What follows belongs to an exercise in optimizing a design on an open flow for small area, a short achievable clock period and few clock cycles per item; a production flow would make more cautious choices.
Function was checked by simulation only, so behaviour that the tests miss may differ from the original.
Power figures rest on the tool's default switching activity, not on a simulated workload.

==> v32 <==
// JAM
module JAM (
input CLK,
input RST,
output reg [2:0] W,
output reg [2:0] J,
input [6:0] Cost,
output [3:0] MatchCount,
output [9:0] MinCost,
output reg Valid );
integer k, m;
reg        rst_q;
reg        iv, iv_d1;
reg [5:0]  wa_d1;
reg [6:0]  T [0:63];
reg [3:0]  rows_done;
wire       done_now;
always @(posedge CLK) begin
	rst_q <= RST;
	iv_d1 <= iv;
	wa_d1 <= {W, J};
	if (RST) begin
		{W, J} <= ({W, J} == 6'd0) ? 6'd1 : 6'd0;
		iv <= 1'b1;
	end
	else if (iv) begin
		if ({W, J} == 6'd63)
			iv <= 1'b0;
		else
			{W, J} <= {W, J} + 6'd1;
	end
	else if (done_now)
		{W, J} <= 6'd0;
end
always @(posedge CLK) begin
	T[wa_d1] <= Cost;
end
always @(posedge CLK) begin
	if (rst_q)
		rows_done <= 4'd0;
	else if (iv_d1 && wa_d1[2:0] == 3'd7)
		rows_done <= rows_done + 4'd1;
end
localparam H_WAIT = 3'd0, H_S2 = 3'd1, H_S3 = 3'd2, H_E = 3'd3,
           H_ELIM = 3'd4, H_DFS = 3'd5, H_DONE = 3'd6;
reg [2:0]  hs;
reg [2:0]  ph;                  
reg [10:0] nv [0:7];            
reg [9:0]  minv [0:7];
reg [3:0]  way [0:7];           
reg [2:0]  p [0:7];             
reg [7:0]  matched;
reg [7:0]  used;                
reg [9:0]  total;
reg [6:0]  Trow [0:7];
reg [11:0] Kr;
  ...
==> flow/config.mk <==
export PLATFORM = sky130hd
export DESIGN_NAME = JAM
export DESIGN_NICKNAME = JAM
export VERILOG_FILES = /design/flow/design.v
export SDC_FILE = /design/flow/constraint.sdc
export NUM_CORES = 4
export LEC_CHECK = 0
export CAP_MARGIN = 20
export CORE_MARGIN = 2
export CORE_UTILIZATION = 50
export CTS_BUF_LIST = sky130_fd_sc_hd__clkbuf_4 sky130_fd_sc_hd__clkbuf_8
export SETUP_SLACK_MARGIN = 5
export SLEW_MARGIN = 20
==> flow/constraint.sdc <==
create_clock -name core_clock -period 10.0 [get_ports {CLK}]
set_input_delay 2.0000 -clock core_clock [delete_from_list [all_inputs] [get_ports {CLK}]]
set_output_delay 2.0000 -clock core_clock [all_outputs]
set_load 0.01 [all_outputs]
run.sh (not shown) runs the stock make flow with config.mk's settings and CLKGATE_MAP_FILE= SYNTH_SCRIPT=/design/flow/synth_recipe.tcl, a recipe that flattens the netlist after the stock synthesis.
==> v17 (differences from v32) <==
--- a/flow/design.v
+++ b/flow/design.v
@@ -1,41 +1,43 @@
 module JAM (
 input CLK,
 input RST,
 output reg [2:0] W,
 output reg [2:0] J,
 input [6:0] Cost,
-output [3:0] MatchCount,
-output [9:0] MinCost,
+output reg [3:0] MatchCount,
+output reg [9:0] MinCost,
 output reg Valid );
 integer k, m;
 reg        rst_q;
 reg        iv, iv_d1;
 reg [5:0]  wa_d1;
 reg [6:0]  T [0:63];
 reg [3:0]  rows_done;
-wire       done_now;
 always @(posedge CLK) begin
 	rst_q <= RST;
-	iv_d1 <= iv;
-	wa_d1 <= {W, J};
 	if (RST) begin
-		{W, J} <= ({W, J} == 6'd0) ? 6'd1 : 6'd0;
+		W <= 3'd0;
+		J <= 3'd0;
 		iv <= 1'b1;
+		iv_d1 <= 1'b0;
 	end
-	else if (iv) begin
-		if ({W, J} == 6'd63)
-			iv <= 1'b0;
-		else
-			{W, J} <= {W, J} + 6'd1;
+	else begin
+		iv_d1 <= iv;
+		wa_d1 <= {W, J};
+		if (iv) begin
+			if ({W, J} == 6'd63)
+				iv <= 1'b0;
+			else
+				{W, J} <= {W, J} + 6'd1;
+		end
 	end
-	else if (done_now)
-		{W, J} <= 6'd0;
 end
 always @(posedge CLK) begin
-	T[wa_d1] <= Cost;
+	if (iv_d1)
+		T[wa_d1] <= Cost;
 end
 always @(posedge CLK) begin
 	if (rst_q)
 		rows_done <= 4'd0;
 	else if (iv_d1 && wa_d1[2:0] == 3'd7)
 		rows_done <= rows_done + 4'd1;
@@ -198,14 +200,14 @@
 		if (rowsbelow[k]) prevrow = k;
 	firstrow = 3'd0;
 	for (k = 7; k >= 0; k = k - 1)
 		if (AR[k]) firstrow = k;
 end
 wire elim_stable = ((rm_r & AR) == 8'd0) && ((rm_c & AC) == 8'd0);
-assign done_now = (hs == H_ELIM && !s2_e && (AR & ~rm_r) == 8'd0) ||
-                  (hs == H_DFS && cand == 8'd0 && !have_below);
+wire done_now = (hs == H_ELIM && !s2_e && (AR & ~rm_r) == 8'd0) ||
+                (hs == H_DFS && cand == 8'd0 && !have_below);
 wire       aug_go  = busy || (s3_end && ph != 3'd7);
 wire [2:0] aug_cur = busy ? aug_j : j1n;
 always @(posedge CLK) begin
 	if (rst_q) begin
 		hs <= H_WAIT;
 		ph <= 3'd0;
@@ -284,16 +286,14 @@
 				hs <= H_ELIM;
 				AR <= 8'hff;
 				AC <= 8'hff;
 			end
 		end
 		if (hs == H_ELIM && !s2_e) begin
-			if ((AR & ~rm_r) == 8'd0) begin
-				cnt <= 4'd1;
+			if ((AR & ~rm_r) == 8'd0)
 				hs <= H_DONE;
-			end
 			else if (!elim_stable) begin
 				AR <= AR & ~rm_r;
 				AC <= AC & ~rm_c;
 			end
 			else begin
 				hs <= H_DFS;
@@ -326,9 +326,13 @@
 always @(posedge CLK) begin
 	if (RST || rst_q)
 		Valid <= 1'b0;
 	else if (done_now)
 		Valid <= 1'b1;
 end
-assign MinCost = total;
-assign MatchCount = cnt;
+always @(posedge CLK) begin
+	if (done_now) begin
+		MinCost <= total;
+		MatchCount <= (hs == H_ELIM) ? 4'd1 : cnt;
+	end
+end
 endmodule
==> flow/config.mk (replaced) <==
export PLATFORM = sky130hd
export DESIGN_NAME = JAM
export DESIGN_NICKNAME = JAM
export VERILOG_FILES = /design/flow/design.v
export SDC_FILE = /design/flow/constraint.sdc
export NUM_CORES = 4
export LEC_CHECK = 0
export CAP_MARGIN = 20
export CORE_MARGIN = 2
export CORE_UTILIZATION = 55
export SETUP_SLACK_MARGIN = 5
export SLEW_MARGIN = 20
==> comparison table <==
Final critical delay including setup and external delays: v32 6.67 ns; v17 6.30 ns
Share of cell area taken by muxes after synthesis: v32 4.16%; v17 7.22%
Fraction of the mapped netlist area in compound gates: v32 16.7%; v17 15.9%
NetSw: v32 4.62 mW; v17 10.5 mW
Reg2reg setup slack: v32 3.33 ns; v17 3.70 ns
Non-clock buffering overhead: v32 10.5%; v17 9.92%
Reg2Reg Launch Point: v32 minv[4][8]; v17 minv[7][3]
Parity-gate share of the synthesized area counting xor and xnor cells: v32 2.82%; v17 2.72%
Root Buffer: v32 sky130_fd_sc_hd__clkbuf_8; v17 sky130_fd_sc_hd__clkbuf_16
Status: v32 complete, no violations; v17 complete, no violations
Die outline height: v32 358 um; v17 350 um
Area fraction of the dominant cell type after synthesis: v32 36.9%; v17 35.8%
Ant diodes: v32 8; v17 10
Testbench counts of v32, summed over its fixed seeds: cycles 2,115, items 24.
Testbench counts of v17, summed over its fixed seeds: cycles 2,139, items 24.

---

==> job 8710 <==
==> flow/design.v <==
module JAM (
input CLK,
input RST,
output reg [2:0] W,
output reg [2:0] J,
input [6:0] Cost,
output [3:0] MatchCount,
output [9:0] MinCost,
output reg Valid );
integer k, m;
function [13:0] ks13;
	input [12:0] a, b;
	input cin;
	reg [12:0] pp, G, P, Gn, Pn;
	integer i, l;
	begin
		pp = a ^ b;
		G = a & b;
		P = pp;
		G[0] = G[0] | (pp[0] & cin);
		for (l = 0; l < 4; l = l + 1) begin
			Gn = G;
			Pn = P;
			for (i = (1 << l); i < 13; i = i + 1) begin
				Gn[i] = G[i] | (P[i] & G[i - (1 << l)]);
				Pn[i] = P[i] & P[i - (1 << l)];
			end
			G = Gn;
			P = Pn;
		end
		ks13[0] = pp[0] ^ cin;
		for (i = 1; i < 13; i = i + 1)
			ks13[i] = pp[i] ^ G[i - 1];
		ks13[13] = G[12];
	end
endfunction
reg        rst_q;
reg        iv, iv_d1;
reg [5:0]  wa_d1;
reg [6:0]  T [0:63];
reg [3:0]  rows_done;
wire       done_now;
always @(posedge CLK) begin
	rst_q <= RST;
	iv_d1 <= iv;
	wa_d1 <= {W, J};
	if (RST) begin
		{W, J} <= ({W, J} == 6'd0) ? 6'd1 : 6'd0;
		iv <= 1'b1;
	end
	else if (iv) begin
		if ({W, J} == 6'd63)
			iv <= 1'b0;
		else
			{W, J} <= {W, J} + 6'd1;
	end
	else if (done_now)
		{W, J} <= 6'd0;
end
always @(posedge CLK) begin
	T[wa_d1] <= Cost;
end
always @(posedge CLK) begin
	if (rst_q)
		rows_done <= 4'd0;
	else if (iv_d1 && wa_d1[2:0] == 3'd7)
		rows_done <= rows_done + 4'd1;
end
localparam H_WAIT = 3'd0, H_C = 3'd1, H_A = 3'd2, H_B = 3'd3, H_E = 3'd4,
           H_ELIM = 3'd5, H_DFS = 3'd6, H_DONE = 3'd7;
reg [2:0]  hs;
reg [2:0]  ph;                  
reg [10:0] nv [0:7];            
reg [9:0]  minv [0:7];
reg [3:0]  way [0:7];           
reg [2:0]  p [0:7];             
reg [7:0]  matched;
reg [7:0]  used;                
reg [9:0]  total;
reg [7:0]  win;                 
reg [6:0]  Trow [0:7];
reg [11:0] Xr;                  
reg [11:0] UC [0:7];            
reg [11:0] NUnew;               
reg [3:0]  j0_r;
reg        c_first;
reg        c_e;
reg [2:0]  c_erow;
reg [7:0]  epend;               
reg [2:0]  ecur, erow;          
reg        busy;
reg [2:0]  aug_j;
reg [7:0]  E [0:7];
reg [7:0]  AR, AC;
reg [2:0]  dl;
reg [2:0]  ch [0:7];
reg        rs;
reg        dph;                 
reg        dinit;               
reg        cand_r, have_above_r, have_below_r;
reg [2:0]  candidx_r, nextrow_r, prevrow_r;
reg [3:0]  cnt;
reg [12:0] s1, c1, s2, c2, s3, c3, o4, o5;
reg [12:0] val [0:7];
reg [13:0] dms;
reg        lt [0:7];
reg        ez [0:7];
reg [9:0]  v10 [0:7];
always @* begin
	for (k = 0; k < 8; k = k + 1) begin
		o5 = ~{3'd0, minv[k]};
		s1 = {6'd0, Trow[k]} ^ {3'd0, nv[k][9:0]} ^ {Xr[11], Xr};
		c1 = {(({6'd0, Trow[k]} & {3'd0, nv[k][9:0]}) | ({6'd0, Trow[k]} & {Xr[11], Xr}) | ({3'd0, nv[k][9:0]} & {Xr[11], Xr})), 1'b0};
		s3 = s1 ^ c1 ^ o5;
		c3 = {((s1 & c1) | (s1 & o5) | (c1 & o5)), 1'b1};
		val[k] = ks13(s1, c1, 1'b0);
		dms = ks13(s3, c3, 1'b0);
		lt[k] = dms[12];
		ez[k] = ((s1 ^ c1) == {(s1[11:0] | c1[11:0]), 1'b0});
		v10[k] = (val[k][12:10] != 3'd0) ? 10'h3ff : val[k][9:0];
	end
end
reg [63:0] le;
reg [7:0]  win_c;
always @* begin
	for (k = 0; k < 8; k = k + 1)
		for (m = k + 1; m < 8; m = m + 1)
			le[k*8+m] = le10(minv[k], minv[m]);
	for (k = 0; k < 8; k = k + 1) begin
		win_c[k] = !used[k];
		for (m = 0; m < 8; m = m + 1) begin
			if (m < k && !used[m] && le[m*8+k]) win_c[k] = 1'b0;
			if (m > k && !used[m] && !le[k*8+m]) win_c[k] = 1'b0;
		end
	end
end
reg [9:0]  Dn, nvsel;
reg [2:0]  i0n, j1n;
reg        mj;
always @* begin
	Dn = 10'd0;
	nvsel = 10'd0;
	i0n = 3'd0;
	j1n = 3'd0;
	mj = 1'b0;
	for (k = 0; k < 8; k = k + 1) begin
		Dn = Dn | ({10{win[k]}} & minv[k]);
		nvsel = nvsel | ({10{win[k]}} & nv[k][9:0]);
		i0n = i0n | ({3{win[k]}} & p[k]);
		j1n = j1n | ({3{win[k]}} & k[2:0]);
		mj = mj | (win[k] & matched[k]);
	end
end
reg  [11:0] ucsel;
always @* begin
	ucsel = 12'd0;
	for (k = 0; k < 8; k = k + 1)
		ucsel = ucsel | ({12{win[k]}} & UC[k]);
end
wire [13:0] Xn_f   = ks13({3'd0, Dn}, {ucsel[11], ucsel}, 1'b0);
wire [13:0] nvj1_f = ks13({3'd0, nvsel}, ~{3'd0, Dn}, 1'b1);
wire [11:0] Xn   = Xn_f[11:0];
wire [10:0] nvj1 = nvj1_f[10:0];
wire [13:0] ndn_f  = ks13(13'd0, ~{3'd0, Dn}, 1'b1);
reg [11:0] ucc [0:7];
reg [13:0] ucc_f;
always @* begin
	for (k = 0; k < 8; k = k + 1) begin
		ucc_f = ks13({UC[k][11], UC[k]}, ~{3'd0, Dn}, 1'b1);
		ucc[k] = ucc_f[11:0];
	end
end
reg [10:0] nvc [0:7];
reg [13:0] nvc_f;
always @* begin
	for (k = 0; k < 8; k = k + 1) begin
		nvc_f = ks13({{2{nv[k][10]}}, nv[k]}, {3'd0, Dn}, 1'b0);
		nvc[k] = nvc_f[10:0];
	end
end
reg  [7:0] esrc, elow;
reg  [2:0] enext;
always @* begin
	esrc = (hs == H_E) ? epend : matched;
	elow = 8'd0;
	enext = 3'd0;
	for (k = 7; k >= 0; k = k - 1)
		if (esrc[k]) begin
			elow = 8'd0;
			elow[k] = 1'b1;
			enext = k;
		end
end
wire [3:0] ph1 = {1'b0, ph} + 4'd1;
wire       b_go       = (hs == H_B) && !busy;
wire       b_next     = b_go && mj;                       
wire       b_end      = b_go && !mj;                      
wire       first_wait = (hs == H_WAIT) && (rows_done > {1'b0, ph});
wire       first_next = b_end && (ph != 3'd7) && (rows_done > ph1);
reg [2:0]  s_row;
reg [7:0]  rsel;
always @* begin
	if (hs == H_E)
		s_row = erow;
	else if (hs == H_B)
		s_row = (ph == 3'd7) ? 3'd7 : ph1[2:0];
	else
		s_row = ph;
	rsel = 8'd0;
	if (hs == H_B && mj) begin
		for (k = 0; k < 8; k = k + 1)
			for (m = 0; m < 8; m = m + 1)
				if (win[k] && p[k] == m) rsel[m] = 1'b1;
	end
	else
		rsel[s_row] = 1'b1;
end
reg [6:0]  Trow_c [0:7];
always @* begin
	for (k = 0; k < 8; k = k + 1) begin
		Trow_c[k] = 7'd0;
		for (m = 0; m < 8; m = m + 1)
			Trow_c[k] = Trow_c[k] | ({7{rsel[m]}} & T[m*8+k]);
	end
end
always @(posedge CLK) begin
	for (k = 0; k < 8; k = k + 1)
		Trow[k] <= Trow_c[k];
	if (hs == H_E)
		Xr <= UC[ecur];
	else if (hs == H_B && mj)
		Xr <= Xn;
	else if (hs == H_B && ph == 3'd7)
		Xr <= ndn_f[11:0];
	else
		Xr <= 12'd0;
	c_erow <= s_row;    
	win <= win_c;
end
reg [7:0]  ecol [0:7];
reg [7:0]  rdeg1, cdeg1, rm_r, rm_c;
reg [7:0]  umask, above, cand, rowsabove, rowsbelow;
reg [2:0]  candidx, nextrow, prevrow, firstrow;
reg        have_above, have_below;
function le10;
	input [9:0] a, b;
	reg [9:0] g, e;
	reg [4:0] g1, e1;
	reg [2:0] g2, e2;
	reg g3, e3;
	integer i;
	begin
		g = a & ~b;
		e = ~(a ^ b);
		for (i = 0; i < 5; i = i + 1) begin
			g1[i] = g[2*i+1] | (e[2*i+1] & g[2*i]);
			e1[i] = e[2*i+1] & e[2*i];
		end
		g2[0] = g1[1] | (e1[1] & g1[0]);
		e2[0] = e1[1] & e1[0];
		g2[1] = g1[3] | (e1[3] & g1[2]);
		e2[1] = e1[3] & e1[2];
		g2[2] = g1[4];
		e2[2] = e1[4];
		g3 = g2[1] | (e2[1] & g2[0]);
		e3 = e2[1] & e2[0];
		le10 = ~(g2[2] | (e2[2] & g3));
	end
endfunction
function onehot4;
	input [3:0] y;
	begin
		onehot4 = ((y[0] ^ y[1]) & ~(y[2] | y[3])) | ((y[2] ^ y[3]) & ~(y[0] | y[1]));
	end
endfunction
function onehot8;
	input [7:0] x;
	begin
		onehot8 = (onehot4(x[3:0]) & ~(|x[7:4])) | (onehot4(x[7:4]) & ~(|x[3:0]));
	end
endfunction
always @* begin
	for (k = 0; k < 8; k = k + 1)
		for (m = 0; m < 8; m = m + 1)
			ecol[k][m] = E[m][k];
	for (k = 0; k < 8; k = k + 1) begin
		rdeg1[k] = AR[k] & onehot8(E[k] & AC);
		cdeg1[k] = AC[k] & onehot8(ecol[k] & AR);
	end
	for (k = 0; k < 8; k = k + 1) begin
		rm_r[k] = rdeg1[k] | (|(E[k] & cdeg1));
		rm_c[k] = cdeg1[k] | (|(ecol[k] & rdeg1));
	end
	umask = ~AC;
	for (k = 0; k < 8; k = k + 1)
		if (AR[k] && k < dl)
			umask = umask | (8'd1 << ch[k]);
	for (k = 0; k < 8; k = k + 1) begin
		above[k] = !rs || (k > ch[dl]);
		rowsabove[k] = AR[k] && (k > dl);
		rowsbelow[k] = AR[k] && (k < dl);
	end
	cand = E[dl] & ~umask & above;
	candidx = 3'd0;
	for (k = 7; k >= 0; k = k - 1)
		if (cand[k]) candidx = k;
	have_above = |rowsabove;
	have_below = |rowsbelow;
	nextrow = 3'd0;
	for (k = 7; k >= 0; k = k - 1)
		if (rowsabove[k]) nextrow = k;
	prevrow = 3'd0;
	for (k = 0; k < 8; k = k + 1)
		if (rowsbelow[k]) prevrow = k;
	firstrow = 3'd0;
	for (k = 7; k >= 0; k = k - 1)
		if (AR[k]) firstrow = k;
end
assign done_now = (hs == H_ELIM && !c_e && (AR & ~rm_r) == 8'd0) ||
                  (hs == H_DFS && !dinit && dph && !cand_r && !have_below_r);
wire [2:0] aug_cur = aug_j;
always @(posedge CLK) begin
	if (rst_q) begin
		hs <= H_WAIT;
		ph <= 3'd0;
		for (k = 0; k < 8; k = k + 1) begin
			nv[k] <= 11'd0;
			way[k] <= 4'b1000;
		end
		matched <= 8'd0;
		used <= 8'd0;
		total <= 10'd0;
		busy <= 1'b0;
		c_e <= 1'b0;
	end
	else begin
		if (busy) begin
			matched[aug_cur] <= 1'b1;
			if (way[aug_cur][3]) begin
				p[aug_cur] <= ph - 3'd1;
				UC[aug_cur] <= NUnew;
				busy <= 1'b0;
				for (k = 0; k < 8; k = k + 1)
					way[k] <= 4'b1000;
			end
			else begin
				p[aug_cur] <= p[way[aug_cur][2:0]];
				UC[aug_cur] <= UC[way[aug_cur][2:0]];
				aug_j <= way[aug_cur][2:0];
			end
		end
		if (hs == H_C) begin
			for (k = 0; k < 8; k = k + 1) begin
				if (c_first)
					minv[k] <= v10[k];
				else if (!used[k] && lt[k]) begin
					minv[k] <= val[k][9:0];
					way[k] <= j0_r;
				end
			end
			hs <= H_A;
		end
		if (hs == H_A)
			hs <= H_B;
		if (c_e) begin
			for (k = 0; k < 8; k = k + 1)
				E[c_erow][k] <= ez[k];
		end
		c_e <= 1'b0;
		if (first_wait || first_next) begin
			j0_r <= 4'b1000;
			c_first <= 1'b1;
			hs <= H_C;
		end
		if (b_next) begin
			used <= used | win;
			nv[j1n] <= nvj1;
			UC[j1n] <= Xn;
			j0_r <= {1'b0, j1n};
			c_first <= 1'b0;
			hs <= H_C;
		end
		if (b_end) begin
			for (k = 0; k < 8; k = k + 1)
				if (used[k]) begin
					nv[k] <= nvc[k];
					UC[k] <= ucc[k];
				end
			total <= total + Dn;
			NUnew <= ndn_f[11:0];
			used <= 8'd0;
			ph <= ph + 3'd1;
			if (ph == 3'd7) begin
				hs <= H_E;
				epend <= matched & ~elow;
				ecur <= enext;
				erow <= p[enext];
				c_e <= 1'b1;
			end
			else begin
				busy <= 1'b1;
				aug_j <= j1n;
				if (!first_next)
					hs <= H_WAIT;
			end
		end
		if (hs == H_E) begin
			c_e <= 1'b1;
			epend <= epend & ~elow;
			ecur <= enext;
			erow <= p[enext];
			if (epend == 8'd0) begin
				hs <= H_ELIM;
				AR <= 8'hff;
				AC <= 8'hff;
				cnt <= 4'd1;
			end
		end
		if (hs == H_ELIM && !c_e) begin
			AR <= AR & ~rm_r;
			AC <= AC & ~rm_c;
			if ((AR & ~rm_r) == 8'd0)
				hs <= H_DONE;
			else if ((rm_r & AR) == 8'd0) begin
				hs <= H_DFS;
				dinit <= 1'b1;
			end
		end
		if (hs == H_DFS && dinit) begin
			dinit <= 1'b0;
			dl <= firstrow;
			rs <= 1'b0;
			cnt <= 4'd0;
			dph <= 1'b0;
		end
		if (hs == H_DFS && !dinit) begin
			dph <= !dph;
			cand_r <= (cand != 8'd0);
			candidx_r <= candidx;
			nextrow_r <= nextrow;
			prevrow_r <= prevrow;
			have_above_r <= have_above;
			have_below_r <= have_below;
			if (dph) begin
				if (cand_r) begin
					ch[dl] <= candidx_r;
					if (have_above_r) begin
						dl <= nextrow_r;
						rs <= 1'b0;
					end
					else begin
						cnt <= cnt + 4'd1;
						rs <= 1'b1;
					end
				end
				else if (have_below_r) begin
					dl <= prevrow_r;
					rs <= 1'b1;
				end
				else
					hs <= H_DONE;
			end
		end
	end
end
always @(posedge CLK) begin
	if (RST || rst_q)
		Valid <= 1'b0;
	else if (done_now)
		Valid <= 1'b1;
end
assign MinCost = total;
assign MatchCount = cnt;
endmodule
==> flow/run.sh <==
#!/bin/bash
# synth_recipe.tcl (not shown) runs the flow's synth.tcl, then flattens the netlist and writes it again
# the make line also repeats each setting of config.mk as NAME=value (left out here)
make -C /OpenROAD-flow-scripts/flow DESIGN_CONFIG=/design/flow/config.mk WORK_HOME=/design/flow/orfs CLKGATE_MAP_FILE= SYNTH_SCRIPT=/design/flow/synth_recipe.tcl finish
==> flow/config.mk <==
export PLATFORM = sky130hd
export DESIGN_NAME = JAM
export DESIGN_NICKNAME = JAM
export VERILOG_FILES = /design/flow/design.v
export SDC_FILE = /design/flow/constraint.sdc
export NUM_CORES = 4
export LEC_CHECK = 0
export CAP_MARGIN = 20
export CORE_MARGIN = 2
export CORE_UTILIZATION = 40
export SLEW_MARGIN = 20
==> flow/constraint.sdc <==
create_clock -name core_clock -period 10.0 [get_ports {CLK}]
set_input_delay 2.0000 -clock core_clock [delete_from_list [all_inputs] [get_ports {CLK}]]
set_output_delay 2.0000 -clock core_clock [all_outputs]
set_load 0.01 [all_outputs]
==> job 8734: changes against job 8710 <==
--- a/flow/design.v
+++ b/flow/design.v
@@ -47,3 +47,3 @@
 	if (RST) begin
-		{W, J} <= ({W, J} == 6'd0) ? 6'd1 : 6'd0;
+		{W, J} <= ({W, J} == 6'd0 && !rst_q) ? 6'd1 : 6'd0;
 		iv <= 1'b1;
@@ -81,5 +81,4 @@
 reg [6:0]  Trow [0:7];
-reg [11:0] Xr;                  
-reg [11:0] UC [0:7];            
-reg [11:0] NUnew;               
+reg [11:0] Kr;
+reg [6:0]  tjr;
 reg [3:0]  j0_r;
@@ -98,3 +97,2 @@
 reg        dph;                 
-reg        dinit;               
 reg        cand_r, have_above_r, have_below_r;
@@ -110,11 +108,14 @@
 	for (k = 0; k < 8; k = k + 1) begin
+		o4 = ~{6'd0, tjr};
 		o5 = ~{3'd0, minv[k]};
-		s1 = {6'd0, Trow[k]} ^ {3'd0, nv[k][9:0]} ^ {Xr[11], Xr};
-		c1 = {(({6'd0, Trow[k]} & {3'd0, nv[k][9:0]}) | ({6'd0, Trow[k]} & {Xr[11], Xr}) | ({3'd0, nv[k][9:0]} & {Xr[11], Xr})), 1'b0};
-		s3 = s1 ^ c1 ^ o5;
-		c3 = {((s1 & c1) | (s1 & o5) | (c1 & o5)), 1'b1};
-		val[k] = ks13(s1, c1, 1'b0);
+		s1 = {6'd0, Trow[k]} ^ {3'd0, nv[k][9:0]} ^ {Kr[11], Kr};
+		c1 = {(({6'd0, Trow[k]} & {3'd0, nv[k][9:0]}) | ({6'd0, Trow[k]} & {Kr[11], Kr}) | ({3'd0, nv[k][9:0]} & {Kr[11], Kr})), 1'b0};
+		s2 = s1 ^ c1 ^ o4;
+		c2 = {((s1 & c1) | (s1 & o4) | (c1 & o4)), 1'b1};
+		s3 = s2 ^ c2 ^ o5;
+		c3 = {((s2 & c2) | (s2 & o5) | (c2 & o5)), 1'b1};
+		val[k] = ks13(s2, c2, 1'b0);
 		dms = ks13(s3, c3, 1'b0);
 		lt[k] = dms[12];
-		ez[k] = ((s1 ^ c1) == {(s1[11:0] | c1[11:0]), 1'b0});
+		ez[k] = ((s2 ^ c2) == {(s2[11:0] | c2[11:0]), 1'b0});
 		v10[k] = (val[k][12:10] != 3'd0) ? 10'h3ff : val[k][9:0];
@@ -153,21 +154,6 @@
 end
-reg  [11:0] ucsel;
-always @* begin
-	ucsel = 12'd0;
-	for (k = 0; k < 8; k = k + 1)
-		ucsel = ucsel | ({12{win[k]}} & UC[k]);
-end
-wire [13:0] Xn_f   = ks13({3'd0, Dn}, {ucsel[11], ucsel}, 1'b0);
+wire [13:0] Kn_f   = ks13({3'd0, Dn}, ~{3'd0, nvsel}, 1'b1);
 wire [13:0] nvj1_f = ks13({3'd0, nvsel}, ~{3'd0, Dn}, 1'b1);
-wire [11:0] Xn   = Xn_f[11:0];
+wire [11:0] Kn   = Kn_f[11:0];
 wire [10:0] nvj1 = nvj1_f[10:0];
-wire [13:0] ndn_f  = ks13(13'd0, ~{3'd0, Dn}, 1'b1);
-reg [11:0] ucc [0:7];
-reg [13:0] ucc_f;
-always @* begin
-	for (k = 0; k < 8; k = k + 1) begin
-		ucc_f = ks13({UC[k][11], UC[k]}, ~{3'd0, Dn}, 1'b1);
-		ucc[k] = ucc_f[11:0];
-	end
-end
 reg [10:0] nvc [0:7];
@@ -218,2 +204,3 @@
 reg [6:0]  Trow_c [0:7];
+reg [6:0]  tj_c;
 always @* begin
@@ -224,2 +211,9 @@
 	end
+	tj_c = 7'd0;
+	if (hs == H_E)
+		tj_c = Trow_c[ecur];
+	else if (hs == H_B) begin
+		for (k = 0; k < 8; k = k + 1)
+			tj_c = tj_c | ({7{win[k] & mj}} & Trow_c[k]);
+	end
 end
@@ -228,10 +222,11 @@
 		Trow[k] <= Trow_c[k];
+	tjr <= tj_c;
 	if (hs == H_E)
-		Xr <= UC[ecur];
+		Kr <= 12'd0 - {1'b0, nv[ecur]};
 	else if (hs == H_B && mj)
-		Xr <= Xn;
+		Kr <= Kn;
 	else if (hs == H_B && ph == 3'd7)
-		Xr <= ndn_f[11:0];
+		Kr <= 12'd0 - {2'd0, Dn};
 	else
-		Xr <= 12'd0;
+		Kr <= 12'd0;
 	c_erow <= s_row;    
@@ -319,3 +314,3 @@
 assign done_now = (hs == H_ELIM && !c_e && (AR & ~rm_r) == 8'd0) ||
-                  (hs == H_DFS && !dinit && dph && !cand_r && !have_below_r);
+                  (hs == H_DFS && dph && !cand_r && !have_below_r);
 wire [2:0] aug_cur = aug_j;
@@ -340,3 +335,2 @@
 				p[aug_cur] <= ph - 3'd1;
-				UC[aug_cur] <= NUnew;
 				busy <= 1'b0;
@@ -347,3 +341,2 @@
 				p[aug_cur] <= p[way[aug_cur][2:0]];
-				UC[aug_cur] <= UC[way[aug_cur][2:0]];
 				aug_j <= way[aug_cur][2:0];
@@ -377,3 +370,2 @@
 			nv[j1n] <= nvj1;
-			UC[j1n] <= Xn;
 			j0_r <= {1'b0, j1n};
@@ -384,8 +376,5 @@
 			for (k = 0; k < 8; k = k + 1)
-				if (used[k]) begin
+				if (used[k])
 					nv[k] <= nvc[k];
-					UC[k] <= ucc[k];
-				end
 			total <= total + Dn;
-			NUnew <= ndn_f[11:0];
 			used <= 8'd0;
@@ -415,3 +404,2 @@
 				AC <= 8'hff;
-				cnt <= 4'd1;
 			end
@@ -421,17 +409,15 @@
 			AC <= AC & ~rm_c;
-			if ((AR & ~rm_r) == 8'd0)
+			if ((AR & ~rm_r) == 8'd0) begin
+				cnt <= 4'd1;
 				hs <= H_DONE;
+			end
 			else if ((rm_r & AR) == 8'd0) begin
 				hs <= H_DFS;
-				dinit <= 1'b1;
+				dl <= firstrow;
+				rs <= 1'b0;
+				cnt <= 4'd0;
+				dph <= 1'b0;
 			end
 		end
-		if (hs == H_DFS && dinit) begin
-			dinit <= 1'b0;
-			dl <= firstrow;
-			rs <= 1'b0;
-			cnt <= 4'd0;
-			dph <= 1'b0;
-		end
-		if (hs == H_DFS && !dinit) begin
+		if (hs == H_DFS) begin
 			dph <= !dph;
CORE_UTILIZATION = 50   (was 40)
SETUP_SLACK_MARGIN = 5   (was default)
==> notes.md <==
|  | job 8734 | job 8710 |
|---|---|---|
| Antenna violations before repair | 16 | 9 |
| Slowest cell delay on critical path | 0.88 ns | 0.94 ns |
| Count of instances resized after the clock tree is built | 40 | 0 |
| Clock buf/inv share | 4.750% | 5.446% |
| Outcome | finished clean | finished clean |
| TritonCTS buffer count | 107 | 116 |
| Multi-Input Combinational | 4788 | 4920 |
| Slowest stage cell, crit path | sky130_fd_sc_hd__edfxtp_1 | sky130_fd_sc_hd__mux2i_1 |
| Relative area of non-clock buffer cells in the final design | 2.326% | 1.690% |
| Logic gate share of total power | 16.7% | 13.4% |
| Clock network latency to the later pin of the worst-skew pair | 0.76 ns | 0.80 ns |
| Met2 usage | 55.17% | 42.85% |
| Overall die width | 378.4 µm | 427.8 µm |
| Share of the synthesized netlist area taken by xor and xnor gates | 2.686% | 3.476% |
| Mapped Area | 0.07009 mm² | 0.07185 mm² |
| Number of enable flip-flop cells after synthesis | 791 | 892 |
| Met3 wirelength from detailed routing | 36090 µm | 24940 µm |
Testbench counts of job 8710, summed over its fixed seeds: cycles 2,354, items 24.
Testbench counts of job 8734, summed over its fixed seeds: cycles 2,360, items 24.

## re-timing with driven ports
Ports are ideal in the flow. The routed layouts listed here were re-timed in OpenROAD.
Step 1 (the two cells are an assumption about what drives the block):
set clk [get_ports {CLK}]
set_driving_cell -lib_cell sky130_fd_sc_hd__clkbuf_16 $clk
set_driving_cell -lib_cell sky130_fd_sc_hd__buf_2 [delete_from_list [all_inputs] $clk]
Step 2 moves the port delays by t, midway between the first and last clock arrival at a register: inputs arrive t later, outputs are due t later. That takes back most of the time a late clock gives input paths.
a / b / c = ideal / step 1 / step 2; a / b = the first two.
| run | shift t [ns] | setup slack, ns | slew at the worst register clock pin (ns) | pins driven straight from the clock port |
|---|---|---|---|---|
| v32 | 1.007 | 3.327 / 3.327 / 3.327 | 0.08 / 0.08 | 1 |
| v17 | 0.837 | 3.704 / 3.704 / 3.704 | 0.07 / 0.07 | 1 |
| job 8710 | 0.836 | 4.571 / 4.571 / 4.571 | 0.07 / 0.07 | 1 |
| job 8734 | 0.820 | 4.970 / 4.970 / 4.970 | 0.07 / 0.07 | 1 |
After both steps every run listed still meets setup and hold.
